Context: an optimization exercise on an open-source flow, tuned for small area and a short achievable clock period. The choices shown serve that exercise and are no tape-out recipe.
The RTL was checked by simulation tests, not by an equivalence proof against the original design.

Design mbox, start of the top module:
module mbox(clk, rst, op1, op2, mdsel, out);
  parameter XLEN = 32;
  input logic clk;
  input logic rst;
  input logic [(XLEN/2)-1:0] op1;
  input logic [(XLEN/2)-1:0] op2;
  input logic mdsel;
  output logic [XLEN-1:0] out;
  logic [15:0] a_n, b_n;    
  c_inv u1 (.a(op1[0]), .y(a_n[0]));
  c_inv u2 (.a(op2[0]), .y(b_n[0]));
  c_inv u3 (.a(op1[1]), .y(a_n[1]));
  c_inv u4 (.a(op2[1]), .y(b_n[1]));
  c_inv u5 (.a(op1[2]), .y(a_n[2]));
  c_inv u6 (.a(op2[2]), .y(b_n[2]));
  c_inv u7 (.a(op1[3]), .y(a_n[3]));
  c_inv u8 (.a(op2[3]), .y(b_n[3]));
  c_inv u9 (.a(op1[4]), .y(a_n[4]));
  c_inv u10 (.a(op2[4]), .y(b_n[4]));
  c_inv u11 (.a(op1[5]), .y(a_n[5]));
  c_inv u12 (.a(op2[5]), .y(b_n[5]));
  c_inv u13 (.a(op1[6]), .y(a_n[6]));
  c_inv u14 (.a(op2[6]), .y(b_n[6]));
  c_inv u15 (.a(op1[7]), .y(a_n[7]));
  c_inv u16 (.a(op2[7]), .y(b_n[7]));
  c_inv u17 (.a(op1[8]), .y(a_n[8]));
  c_inv u18 (.a(op2[8]), .y(b_n[8]));
  c_inv u19 (.a(op1[9]), .y(a_n[9]));
  c_inv u20 (.a(op2[9]), .y(b_n[9]));
  c_inv u21 (.a(op1[10]), .y(a_n[10]));
  c_inv u22 (.a(op2[10]), .y(b_n[10]));
  c_inv u23 (.a(op1[11]), .y(a_n[11]));
  c_inv u24 (.a(op2[11]), .y(b_n[11]));
  c_inv u25 (.a(op1[12]), .y(a_n[12]));
  c_inv u26 (.a(op2[12]), .y(b_n[12]));
  ...
clock: 125.0 ns
lec_check: 0
abc_area: 1
cap_margin: 20
core_margin: 2
core_utilization: 65
slew_margin: 20
synth_hierarchical: 1
synth_minimum_keep_size: 0
standard.sh (not shown) runs the stock make flow with config.mk's settings and CLKGATE_MAP_FILE= SYNTH_SCRIPT=/design/flow/synth_recipe.tcl, a recipe that flattens the netlist after the stock synthesis.
==> flow/flow/run.sh <==
#!/bin/bash
# The standard layout with two changes:
#  - synthesis maps the logic with ABC using flow/abc.script (a yosys tcl
#    wrapper swaps the script; the rest of the standard synthesis is unchanged);
#  - plain buffers (buf_2) on the ports instead of the delay cell that
#    buffer_ports picks by default. Every port still gets a buffer.
set -euo pipefail
W=$(pwd)
cat > "$W/my_synth.tcl" <<EOT
proc abc {args} {
  set i [lsearch -exact \$args -script]
  if { \$i >= 0 } { lset args [expr {\$i+1}] $W/flow/abc.script }
  yosys abc {*}\$args
}
source $W/synth_recipe.tcl
EOT
sed "s#$W/synth_recipe.tcl#$W/my_synth.tcl#g" standard.sh > my_standard.sh
grep -q my_synth.tcl my_standard.sh
export BUFFER_PORTS_ARGS="-buffer_cell sky130_fd_sc_hd__buf_2"
bash my_standard.sh > standard.log 2>&1
==> flow/flow/abc.script <==
strash
dch
map -D 16000
topo
stime -c
buffer -c
upsize -c -D 16000
dnsize -c -D 16000
The first run ran to the end with no violations.
Rerun with:
--- a/flow/flow/run.sh
+++ b/flow/flow/run.sh
@@ -18,0 +19 @@
+export SETUP_SLACK_MARGIN=87
==> flow/flow/abc.script (replaced) <==
strash
dch
map
topo
stime -c
buffer -c
upsize -c
dnsize -c
Result: The new run finished with timing, DRC and antenna clean; cell area grows by about 26%; maximum frequency grows by 1.9%; synthesized area grows by 4.6%; clock-buffer cell count does not change; worst setup slack gains 840 ps; hold slack loses 12 ps; routed wire length grows by 42%; via count grows by 26%.
Rerun with:
--- a/flow/flow/run.sh
+++ b/flow/flow/run.sh
@@ -19 +18,0 @@
-export SETUP_SLACK_MARGIN=87
==> flow/flow/abc.script (replaced) <==
strash
dch
map -D 14000
topo
stime -c
upsize -c -D 14000
dnsize -c -D 14000
The changed run completed without violations.
Worst setup slack is better by 1500 ps.
Routed wire length came out lower by 30%.
Via count went down by 19%.
Count of clock-buffer cells in the layout is unchanged.
Final area drops by 19%.
First-iteration DRC count fell by 67%.
Maximum frequency goes up by 3.6%.
Non-clock buffer count decreases by 213.
Rerun with:
==> flow/flow/abc.script (replaced) <==
strash
dc2
dch
map -B 0.9
topo
stime -c
Clock-buffer cell count is unchanged.
Core utilization hardly moves.
Non-clock buffer count goes down by 1.
Via count goes down by roughly a tenth.
Synthesized area goes down by roughly a tenth.
Rerun with:
==> flow/flow/abc.script (replaced) <==
strash
dch
map -D 15000
topo
stime -c
upsize -c -D 15000
dnsize -c -D 15000
Synthesized cell count climbs by 7.4%.
Sequential cell count does not change.
Core utilization hardly moves.
Routed wire length climbs by 15%.
Synthesized area increases by 13%.

========
mbox again, from the RTL that the note above started with.
export LEC_CHECK = 0
export ABC_AREA = 1
export CAP_MARGIN = 20
export CORE_MARGIN = 2
export CORE_UTILIZATION = 65
export SLEW_MARGIN = 20
export SYNTH_HIERARCHICAL = 1
export SYNTH_MINIMUM_KEEP_SIZE = 0
create_clock -name core_clock -period 125.0 [get_ports {clk}]
==> flow/flow/run.sh <==
#!/bin/bash
# The standard layout, with plain buffers (buf_2) on the ports instead of the
# delay cell that buffer_ports picks by default. Every port still gets a buffer.
set -euo pipefail
export BUFFER_PORTS_ARGS="-buffer_cell sky130_fd_sc_hd__buf_2"
bash standard.sh > standard.log 2>&1
Then changed:
==> flow/flow/run.sh (replaced) <==
#!/bin/bash
# The standard layout with two changes:
#  - synthesis maps the logic with ABC using flow/abc.script (a yosys tcl
#    wrapper swaps the script; the rest of the standard synthesis is unchanged);
#  - plain buffers (buf_2) on the ports instead of the delay cell that
#    buffer_ports picks by default. Every port still gets a buffer.
set -euo pipefail
W=$(pwd)
cat > "$W/my_synth.tcl" <<EOT
proc abc {args} {
  set i [lsearch -exact \$args -script]
  if { \$i >= 0 } { lset args [expr {\$i+1}] $W/flow/abc.script }
  yosys abc {*}\$args
}
source $W/synth_recipe.tcl
EOT
sed "s#$W/synth_recipe.tcl#$W/my_synth.tcl#g" standard.sh > my_standard.sh
grep -q my_synth.tcl my_standard.sh
export BUFFER_PORTS_ARGS="-buffer_cell sky130_fd_sc_hd__buf_2"
bash my_standard.sh > standard.log 2>&1
==> flow/flow/abc.script (new file) <==
strash
dch
map
topo
stime -c
buffer -c
upsize -c
dnsize -c
- CORE_UTILIZATION: 65 -> 80
- PLACE_DENSITY: not set -> 0.85
Outcome: The new run finished with timing, DRC and antenna clean. Final area goes down by about 2.2%. Final cell count goes down by about 6%. Routed wire length goes up by about 6%. Setup slack is worse by 0.50 ns. Clock-buffer cell count goes down by 2. Global-route usage goes up by 9.3 points.

[afterwards: timing with drivers on the ports]
Ports are ideal in the flow. The routed layouts listed here were re-timed in OpenROAD.
Step 1 assumes that a clkbuf_16 drives the clock port and a buf_2 every other input.
Step 2 also shifts input and output timing later by t, the mid clock arrival at the registers, as if the neighbouring blocks saw the same clock.
a / b / c = ideal ports / drivers / drivers and shift; a / b = the first two.
run	t (ns)	setup WS [ns]	worst setup path after step 2	slew at the worst register clock pin (ns)	worst slew at a driven data input, ns
the first run of note 1	0.330	80.388 / 80.400 / 80.070	input to register	0.08 / 0.08	0.04
the second run of note 1	0.332	81.225 / 81.225 / 80.894	input to register	0.07 / 0.07	0.20
the third run of note 1	0.349	82.726 / 82.750 / 82.401	input to register	0.07 / 0.07	0.07
the fourth run of note 1	0.325	73.401 / 73.413 / 73.088	input to register	0.06 / 0.06	0.05
the fifth run of note 1	0.332	81.714 / 81.735 / 81.403	input to register	0.06 / 0.06	0.06
the first run of note 2	0.327	82.403 / 82.423 / 82.096	input to register	0.06 / 0.06	0.08
the second run of note 2	0.326	81.900 / 81.906 / 81.580	input to register	0.06 / 0.06	0.04
After both steps setup and hold are still met in every run listed. For the second run of note 1, which loses most, drivers alone change the setup slack by 0.000 ns; drivers and shift together by -0.331 ns.
